From an optimization exercise on the open Yosys and OpenROAD flow, aimed at small area; shortcuts taken in it are not production practice.
In this exercise RTL edits were held to simulation tests only and were not proved equivalent to the original.
No driver is modelled on the clock port, so clock power and skew are understated where the tree is cut down; a real chip needs a root buffer or a tree.
Power is estimated from default activity; no workload was simulated.

==> 11-07 <==
==> flow/design.v <==
module mtm_Alu (
    input  wire clk,    
    input  wire rst_n,  
    input  wire sin,    
    output reg  sout    
);
localparam R_IDLE = 4'b0110, R_TYPE = 4'b0111, R_STOP = 4'b0000, R_RDY = 4'b0010;
reg [3:0] rs;
reg [3:0] rf;     
reg       terr;   
reg [3:0] crc;
reg [2:0] op;
reg [31:0] L, U;
wire rx_bit = rs[3];
wire r_type = ~rs[3] & rs[0];
wire r_stop = ~rs[3] & ~rs[1];
wire r_wait = ~rs[3] & rs[1] & ~rs[0];
wire rdy    = ~rs[3] & ~rs[2] & rs[1];
wire full   = rf[3];
wire cmp    = full & rs[3] & rs[2];       
wire r_end  = full | terr;
always @(posedge clk or negedge rst_n)
    if (!rst_n) begin
        rs <= R_IDLE;
        rf <= 4'd0;
    end else begin
        if (rdy)
            rf <= 4'd0;
        else if (r_stop && !r_end)
            rf <= rf + 4'd1;
        if (r_stop)
            rs <= r_end ? R_RDY : R_IDLE;
        else if (r_wait)
            rs <= sin ? R_IDLE : R_TYPE;
        else
            rs <= rs + 4'd1;
    end
always @(posedge clk) begin
    if (r_type)
        terr <= sin ^ full;
    if ((rf == 4'd0) && !rs[3] && rs[2])
        crc <= 4'd0;
    else if (rx_bit)
        crc <= {crc[3] ^ crc[2] ^ sin, crc[1], crc[0], crc[3] ^ (cmp ? sin : crc[2])};
    if (rx_bit && !cmp)
        op <= {op[1:0], sin};
    if (rx_bit && !full)
        L <= {L[30:0], sin};
end
wire sub   = op[0];
wire arith = op[2];
wire pass  = cmp;
wire [1:0] sel = rs[1:0];                       
reg  [7:0] La;
always @*
    case (sel)
        2'd0: La = L[7:0];
        2'd1: La = L[15:8];
        2'd2: La = L[23:16];
        default: La = L[31:24];
    endcase
wire [7:0] Ub = U[7:0];
wire [7:0] Bx = Ub ^ {8{sub}};
reg        kc;                                  
wire [8:0] cy;
wire [7:0] C8;
assign cy[0] = (sel == 2'd0) ? sub : kc;
genvar i;
generate
    for (i = 0; i < 8; i = i + 1) begin : g_alu
        assign cy[i+1] = (La[i] & Bx[i]) | (La[i] & cy[i]) | (Bx[i] & cy[i]);
        assign C8[i] = arith ? (La[i] ^ Bx[i] ^ cy[i]) : sub ? (La[i] | Ub[i]) : (La[i] & Ub[i]);
    end
endgenerate
always @(posedge clk)
    kc <= cy[8];
wire flag_c = arith & (cy[8] ^ sub);
wire flag_v = arith & (cy[8] ^ cy[7]);
wire crc_bad = |crc;
wire err_op  = full & op[1];
wire err_crc = full & ~op[1] & crc_bad;
wire err_dat = ~full | (~op[1] & ~crc_bad & terr);
wire is_err  = ~full | op[1] | crc_bad | terr;
localparam T_START = 4'b0110;
reg [2:0] tf;
reg [3:0] ts;
reg [3:0] F;      
reg [2:0] tcrc;
wire tx_on  = (tf != 3'd0);
wire ctl_fr = ~tf[2] & (tf[1] ^ tf[0]);
wire t_err  = tf[1];                       
wire tx_bit = tx_on & ts[3];
wire c_bit  = tx_bit & ~ctl_fr;            
wire t_stop = ~ts[3] & ~ts[1];
wire k0     = (ts[2:0] == 3'd0);
wire k_hi   = ts[2] & (ts[1] | ts[0]);     
wire k7     = ts[2] & ts[1] & ts[0];
wire pay = !ctl_fr ? U[31] : (k0 | (k7 & t_err)) ? t_err : (k_hi & ~t_err) ? tcrc[2] : F[3];
wire out_nxt = !tx_on ? 1'b1 :
               ts[3] ? pay :
               ~ts[1] | (ts[0] & ctl_fr);
always @(posedge clk or negedge rst_n)
    if (!rst_n)
        tf <= 3'd0;
    else if (rdy)
        tf <= is_err ? 3'b010 : 3'b100;
    else if (tx_on && t_stop)
        tf <= ctl_fr ? 3'b000 : {~tf[0], tf[2], tf[1]};
wire tcrc_d = (ctl_fr && k_hi) ? tcrc[0] : pay;
always @(posedge clk) begin
    if (rdy || t_stop)
        ts <= T_START;
    else
        ts <= ts + 4'd1;
    if (rdy)
        tcrc <= 3'd0;
    else if (tx_bit)
        tcrc <= {tcrc[1] ^ tcrc_d ^ tcrc[0], tcrc[0], tcrc_d ^ tcrc[2]};
    if (rdy) begin
        if (is_err)
            F <= {err_dat, err_crc, err_op, err_dat};
    end else if (pass && (sel == 2'd3))
        F <= {flag_c, flag_v, 1'b1, C8[7]};
    else if (c_bit)
        F[1] <= F[1] & ~U[31];
    else if (ctl_fr && tx_bit && !k0)
        F <= {F[2:0], F[2]};
    if (pass)
        U <= {C8, U[31:8]};
    else if ((rx_bit && rf[2]) || c_bit)
        U <= {U[30:0], L[31]};
    sout <= out_nxt;
end
endmodule
==> flow/flow/run.sh <==
#!/bin/bash
# Own layout flow: the standard synthesis, then the combinational logic between the
# registers is mapped again by ABC with an area-oriented script (registers, full adders
# and the design's ports are kept as they are), then the standard layout from the
# floorplan on. Each tool's output goes to a log file of its own in this folder.
set -euo pipefail
HERE=$(pwd)
FLOWDIR=$HERE/flow
RES=$HERE/orfs/results/${FLOW_PLATFORM}/mtm_Alu/base
LIB=$FLOW_HOME/platforms/${FLOW_PLATFORM}/lib/sky130_fd_sc_hd__tt_025C_1v80.lib
YOSYS=$FLOW_HOME/../tools/install/yosys/bin/yosys
[[ -x $YOSYS ]] || YOSYS=$(command -v yosys)

# 1. standard synthesis
bash standard.sh synth > $HERE/log_1_standard_synth.txt 2>&1

# 2. re-map the combinational logic
cp $RES/1_2_yosys.v $HERE/standard_1_2_yosys.v
python3 $FLOWDIR/unmap.py $LIB $HERE/standard_1_2_yosys.v $HERE/unmapped.v fa_ > $HERE/log_2_unmap.txt 2>&1
DONTUSE=""
for c in $(sed -n '/DONT_USE_CELLS/,/^$/p' $FLOW_HOME/platforms/${FLOW_PLATFORM}/config.mk | grep -o 'sky130_fd_sc_hd__[a-z0-9_]*'); do
  DONTUSE="$DONTUSE -dont_use $c"
done
cat > $HERE/resynth.ys <<EOY
read_liberty -lib $LIB
read_verilog $HERE/unmapped.v
hierarchy -check -top $FLOW_TOP
techmap
opt -fast
opt_clean
abc -liberty $LIB $DONTUSE -script $FLOWDIR/abc_area.scr -D 5000
opt_clean -purge
hilomap -singleton -hicell sky130_fd_sc_hd__conb_1 HI -locell sky130_fd_sc_hd__conb_1 LO
splitnets
opt_clean -purge
insbuf -buf sky130_fd_sc_hd__buf_4 A X
check -assert
tee -o $HERE/resynth_stat.txt stat -liberty $LIB
write_verilog -noattr -noexpr -nohex -nodec $HERE/resynth.v
EOY
$YOSYS -s $HERE/resynth.ys > $HERE/log_3_resynth.txt 2>&1
cp $HERE/resynth.v $RES/1_2_yosys.v
touch $RES/1_2_yosys.v

# 3. standard layout from the floorplan on; after clock_tree_synthesis the clock
#    tree is rebuilt as one level of four buffers (flow/post_cts.tcl)
bash standard.sh finish "CTS_ARGS=-sink_clustering_enable -repair_clock_nets -dont_use_dummy_load" \
  "POST_CTS_TCL=$FLOWDIR/post_cts.tcl" "BUFFER_PORTS_ARGS=-buffer_cell sky130_fd_sc_hd__buf_1" \
  > $HERE/log_4_standard_layout.txt 2>&1
==> flow/flow/abc_area.scr <==
strash; dch -f; amap; topo; stime -c
==> flow/flow/post_cts.tcl <==
# POST_CTS_TCL hook: replace the clock tree that clock_tree_synthesis built with
# a single level of four clkbuf_16 driven by the clock port, each driving a
# quarter of the registers, grouped by position (two columns of two groups).
# Every register gets the same buffer type and the same number of buffers
# from the clock port.
set mt_block [ord::get_db_block]
set mt_db [ord::get_db]
set mt_clk [$mt_block findNet clk]
set mt_master [$mt_db findMaster sky130_fd_sc_hd__clkbuf_16]

# register clock pins
set mt_sinks {}
foreach mt_inst [$mt_block getInsts] {
  if {![[$mt_inst getMaster] isSequential]} { continue }
  set mt_it [$mt_inst findITerm CLK]
  if {$mt_it eq "NULL" || $mt_it eq ""} { continue }
  set mt_loc [$mt_inst getLocation]
  lappend mt_sinks [list [lindex $mt_loc 0] [lindex $mt_loc 1] $mt_it]
}
puts "post_cts: [llength $mt_sinks] register clock pins"

# take out the tree clock_tree_synthesis built
foreach mt_inst [$mt_block getInsts] {
  set mt_name [$mt_inst getName]
  set mt_mname [[$mt_inst getMaster] getName]
  if {([string match "clkbuf_*" $mt_name] && [string match "sky130_fd_sc_hd__clkbuf_*" $mt_mname])
      || ([string match "clkload*" $mt_name] && [string match "sky130_fd_sc_hd__clkinv*" $mt_mname])} {
    set mt_out [[$mt_inst findITerm X] getNet]
    foreach mt_it [$mt_inst getITerms] { if {[$mt_it getNet] ne "NULL"} { $mt_it disconnect } }
    odb::dbInst_destroy $mt_inst
    if {$mt_out ne "NULL" && $mt_out ne $mt_clk} {
      foreach mt_it [$mt_out getITerms] { $mt_it disconnect }
      odb::dbNet_destroy $mt_out
    }
  }
}
foreach mt_s $mt_sinks {
  set mt_it [lindex $mt_s 2]
  if {[$mt_it getNet] ne "NULL"} { $mt_it disconnect }
}

# four groups: split by x into two columns, each column by y into two groups
set mt_sinks [lsort -integer -index 0 $mt_sinks]
set mt_n [llength $mt_sinks]
set mt_groups {}
for {set c 0} {$c < 2} {incr c} {
  set mt_col [lsort -integer -index 1 [lrange $mt_sinks [expr {$c * $mt_n / 2}] [expr {($c + 1) * $mt_n / 2 - 1}]]]
  set mt_m [llength $mt_col]
  for {set r 0} {$r < 2} {incr r} {
    lappend mt_groups [lrange $mt_col [expr {$r * $mt_m / 2}] [expr {($r + 1) * $mt_m / 2 - 1}]]
  }
}
set mt_g 0
foreach mt_grp $mt_groups {
  set sx 0; set sy 0
  foreach s $mt_grp { set sx [expr {$sx + [lindex $s 0]}]; set sy [expr {$sy + [lindex $s 1]}] }
  set cx [expr {$sx / [llength $mt_grp]}]; set cy [expr {$sy / [llength $mt_grp]}]
  set mt_inst [odb::dbInst_create $mt_block $mt_master "clkbuf_leaf_$mt_g"]
  $mt_inst setLocation $cx $cy
  $mt_inst setPlacementStatus PLACED
  set mt_net [odb::dbNet_create $mt_block "clknet_leaf_$mt_g"]
  $mt_net setSigType CLOCK
  [$mt_inst findITerm A] connect $mt_clk
  [$mt_inst findITerm X] connect $mt_net
  foreach s $mt_grp { [lindex $s 2] connect $mt_net }
  incr mt_g
}
puts "post_cts: $mt_g clock buffers"

detailed_placement
estimate_parasitics -placement
if { [llength [info procs repair_timing_helper]] } {
  repair_timing_helper
  detailed_placement
}
check_placement -verbose
report_clock_skew
==> flow/flow/unmap.py <==
#!/usr/bin/env python3
"""Turn a mapped sky130hd netlist back into generic logic: combinational cells become
assign statements from their liberty functions; sequential cells stay as instances."""
import re,sys
lib, src, dst = sys.argv[1], sys.argv[2], sys.argv[3]
KEEP=tuple(sys.argv[4].split(",")) if len(sys.argv)>4 else ("@",)
cells={}
cur=None; pin=None; depth=0
text=open(lib).read()
for m in re.finditer(r'cell\s*\(\s*"?(\w+)"?\s*\)\s*\{', text):
    pass
# crude block parser
i=0
cellre=re.compile(r'\bcell\s*\(\s*"?(\w+)"?\s*\)\s*\{')
pos=0
while True:
    m=cellre.search(text,pos)
    if not m: break
    name=m.group(1); j=m.end(); d=1
    while d:
        c=text[j]
        if c=='{': d+=1
        elif c=='}': d-=1
        j+=1
    body=text[m.end():j]; pos=j
    seq = bool(re.search(r'\b(ff|latch|statetable)\s*\(',body))
    funcs={}
    for pm in re.finditer(r'\bpin\s*\(\s*"?(\w+)"?\s*\)\s*\{',body):
        k=pm.end(); dd=1
        while dd:
            c=body[k]
            if c=='{': dd+=1
            elif c=='}': dd-=1
            k+=1
        pb=body[pm.end():k]
        f=re.search(r'\bfunction\s*:\s*"([^"]*)"',pb)
        dirm=re.search(r'\bdirection\s*:\s*"?(\w+)"?',pb)
        if dirm and dirm.group(1)=='output' and f: funcs[pm.group(1)]=f.group(1)
    cells[name]=(seq,funcs)
net=open(src).read()
out=[]
inst=re.compile(r'^\s*(sky130_fd_sc_hd__\w+)\s+(\S+)\s*\((.*?)\);',re.S|re.M)
last=0; body=[]
def conv(expr,pins):
    e=expr.replace('!','~')
    def sub(mm):
        p=mm.group(0)
        return '('+pins[p]+' )' if p in pins else p
    return re.sub(r'\b[A-Za-z_]\w*\b',sub,e)
res=[]
for m in inst.finditer(net):
    res.append(net[last:m.start()])
    typ,name,pbody=m.group(1),m.group(2),m.group(3)
    pins={k:v.strip() for k,v in re.findall(r'\.(\w+)\(([^()]*?)\)\s*,?',pbody)}
    seq,funcs=cells[typ]
    if seq or not funcs or typ.split("__")[1].startswith(KEEP):
        res.append(m.group(0))
    else:
        for o,f in funcs.items():
            if o in pins and pins[o]:
                res.append(f'  assign {pins[o]}  = {conv(f,pins)};\n')
    last=m.end()
res.append(net[last:])
open(dst,'w').write(''.join(res))
==> flow/standard.sh <==
#!/bin/bash
# synth_recipe.tcl (not shown) runs the flow's synth.tcl, then flattens the netlist and writes it again
# the make line also repeats each setting of config.mk as NAME=value (left out here)
make -C /OpenROAD-flow-scripts/flow DESIGN_CONFIG=/design/flow/config.mk WORK_HOME=/design/flow/orfs CLKGATE_MAP_FILE= SYNTH_SCRIPT=/design/flow/synth_recipe.tcl "${@:-finish}"
==> flow/config.mk <==
export PLATFORM = sky130hd
export DESIGN_NAME = mtm_Alu
export DESIGN_NICKNAME = mtm_Alu
export VERILOG_FILES = /design/flow/design.v
export SDC_FILE = /design/flow/constraint.sdc
export NUM_CORES = 4
export LEC_CHECK = 0
export ABC_AREA = 1
export CAP_MARGIN = 20
export CORE_MARGIN = 2
export CORE_UTILIZATION = 60
export GPL_TIMING_DRIVEN = 0
export SLEW_MARGIN = 20
==> flow/constraint.sdc <==
create_clock -name core_clock -period 5.0 [get_ports {clk}]
set_input_delay 1.0000 -clock core_clock [delete_from_list [all_inputs] [get_ports {clk}]]
set_output_delay 1.0000 -clock core_clock [all_outputs]
set_load 0.01 [all_outputs]
==> 04-26: changes against 11-07 <==
--- a/flow/design.v
+++ b/flow/design.v
@@ -87,7 +87,7 @@
 reg [3:0] F;      
 reg [2:0] tcrc;
 wire tx_on  = (tf != 3'd0);
-wire ctl_fr = ~tf[2] & (tf[1] ^ tf[0]);
+wire ctl_fr = tf[2] & tf[0];
 wire t_err  = tf[1];                       
 wire tx_bit = tx_on & ts[3];
 wire c_bit  = tx_bit & ~ctl_fr;            
@@ -103,9 +103,9 @@
     if (!rst_n)
         tf <= 3'd0;
     else if (rdy)
-        tf <= is_err ? 3'b010 : 3'b100;
+        tf <= is_err ? 3'd7 : 3'd1;
     else if (tx_on && t_stop)
-        tf <= ctl_fr ? 3'b000 : {~tf[0], tf[2], tf[1]};
+        tf <= ctl_fr ? 3'd0 : tf + 3'd1;
 wire tcrc_d = (ctl_fr && k_hi) ? tcrc[0] : pay;
 always @(posedge clk) begin
     if (rdy || t_stop)
--- a/flow/flow/run.sh
+++ b/flow/flow/run.sh
@@ -42,8 +42,5 @@
 cp $HERE/resynth.v $RES/1_2_yosys.v
 touch $RES/1_2_yosys.v
 
-# 3. standard layout from the floorplan on; after clock_tree_synthesis the clock
-#    tree is rebuilt as one level of four buffers (flow/post_cts.tcl)
-bash standard.sh finish "CTS_ARGS=-sink_clustering_enable -repair_clock_nets -dont_use_dummy_load" \
-  "POST_CTS_TCL=$FLOWDIR/post_cts.tcl" "BUFFER_PORTS_ARGS=-buffer_cell sky130_fd_sc_hd__buf_1" \
-  > $HERE/log_4_standard_layout.txt 2>&1
+# 3. standard layout from the floorplan on; the clock tree without dummy loads
+bash standard.sh finish "CTS_ARGS=-sink_clustering_enable -repair_clock_nets -dont_use_dummy_load" > $HERE/log_4_standard_layout.txt 2>&1
Settings changed: GPL_TIMING_DRIVEN 0 to default.
removed: flow/flow/post_cts.tcl
==> 02-20: changes against 11-07 <==
--- a/flow/design.v
+++ b/flow/design.v
@@ -87,7 +87,7 @@
 reg [3:0] F;      
 reg [2:0] tcrc;
 wire tx_on  = (tf != 3'd0);
-wire ctl_fr = ~tf[2] & (tf[1] ^ tf[0]);
+wire ctl_fr = tf[2] & tf[0];
 wire t_err  = tf[1];                       
 wire tx_bit = tx_on & ts[3];
 wire c_bit  = tx_bit & ~ctl_fr;            
@@ -103,9 +103,9 @@
     if (!rst_n)
         tf <= 3'd0;
     else if (rdy)
-        tf <= is_err ? 3'b010 : 3'b100;
+        tf <= is_err ? 3'd7 : 3'd1;
     else if (tx_on && t_stop)
-        tf <= ctl_fr ? 3'b000 : {~tf[0], tf[2], tf[1]};
+        tf <= ctl_fr ? 3'd0 : tf + 3'd1;
 wire tcrc_d = (ctl_fr && k_hi) ? tcrc[0] : pay;
 always @(posedge clk) begin
     if (rdy || t_stop)
--- a/flow/flow/run.sh
+++ b/flow/flow/run.sh
@@ -45,5 +45,4 @@
 # 3. standard layout from the floorplan on; after clock_tree_synthesis the clock
 #    tree is rebuilt as one level of four buffers (flow/post_cts.tcl)
 bash standard.sh finish "CTS_ARGS=-sink_clustering_enable -repair_clock_nets -dont_use_dummy_load" \
-  "POST_CTS_TCL=$FLOWDIR/post_cts.tcl" "BUFFER_PORTS_ARGS=-buffer_cell sky130_fd_sc_hd__buf_1" \
-  > $HERE/log_4_standard_layout.txt 2>&1
+  "POST_CTS_TCL=$FLOWDIR/post_cts.tcl" > $HERE/log_4_standard_layout.txt 2>&1
Settings changed: GPL_TIMING_DRIVEN 0 to default.
==> run summary <==
Sequential cell power: 11-07 1.59 mW; 02-20 1.55 mW; 04-26 1.55 mW
Multi-input gate count: 11-07 232; 02-20 237; 04-26 237
Worst-skew pair later-pin latency: 11-07 0.16 ns; 02-20 0.15 ns; 04-26 0.36 ns
Inverters: 11-07 40; 02-20 38; 04-26 38
Amount of wire on met2 after detailed routing: 11-07 3800 µm; 02-20 4209 µm; 04-26 4212 µm
Status: 11-07 timing/DRC/antenna clean; 02-20 timing/DRC/antenna clean; 04-26 timing/DRC/antenna clean
Post-layout power: 11-07 3.297 mW; 02-20 3.208 mW; 04-26 3.271 mW
Leakage power: 11-07 1.537 nW; 02-20 1.563 nW; 04-26 1.578 nW
Relative contribution of the clock network to total power: 11-07 10.1%; 02-20 10.3%; 04-26 11.9%
Routed length on met3: 11-07 251 µm; 02-20 368 µm; 04-26 324 µm
Hold path startpoint: 11-07 L[6]$_DFFE_PP_; 02-20 L[30]$_DFFE_PP_; 04-26 L[22]$_DFFE_PP_
Hold EP: 11-07 L[7]$_DFFE_PP_; 02-20 L[31]$_DFFE_PP_; 04-26 L[23]$_DFFE_PP_
Final Cycle Share: 11-07 95.81%; 02-20 93.13%; 04-26 92.78%
Post-DP Area: 11-07 4478 µm²; 02-20 4504 µm²; 04-26 4504 µm²
First-pass GRT wire length: 11-07 13,310 µm; 02-20 13,880 µm; 04-26 14,010 µm
Number of nets in the layout: 11-07 393; 02-20 402; 04-26 407
Met3 Use GR: 11-07 2.262%; 02-20 4.053%; 04-26 4.901%
Largest net degree at the start of global routing: 11-07 30; 02-20 44; 04-26 44
Worst reg2reg path endpoint: 11-07 F[0]$_DFFE_PP_; 02-20 F[2]$_DFFE_PP_; 04-26 F[2]$_DFFE_PP_
The clock cells of 11-07 and 02-20 come from the design's own scripts or RTL, not from TritonCTS.

[static timing again, ports no longer ideal]
No port has a modelled driver above. Below, the same layouts with a new extraction and two added sets of constraints. Step 1 (the two cells are an assumption about what drives the block):
set clk [get_ports {clk}]
set_driving_cell -lib_cell sky130_fd_sc_hd__clkbuf_16 $clk
set_driving_cell -lib_cell sky130_fd_sc_hd__buf_2 [delete_from_list [all_inputs] $clk]
Step 2, shift: input delay + t, output delay - t, t = (earliest + latest rising clock arrival at the registers) / 2. This alone moves slack from input paths to output paths. a / b / c = ideal ports / drivers / drivers and shift; a / b = the first two.
| run | t, ns | setup WS [ns] | worst setup path at the end | clock arrival spread, ns | slew at the worst register clock pin (ns) |
|---|---|---|---|---|---|
| 11-07 | 0.230 | 0.209 / 0.209 / 0.209 | register to register | 0.011 / 0.011 | 0.09 / 0.09 |
| 04-26 | 0.381 | 0.361 / 0.361 / 0.361 | register to register | 0.027 / 0.027 | 0.09 / 0.09 |
| 02-20 | 0.228 | 0.343 / 0.344 / 0.344 | register to register | 0.007 / 0.007 | 0.09 / 0.09 |
After both steps setup and hold are still met in every run listed.
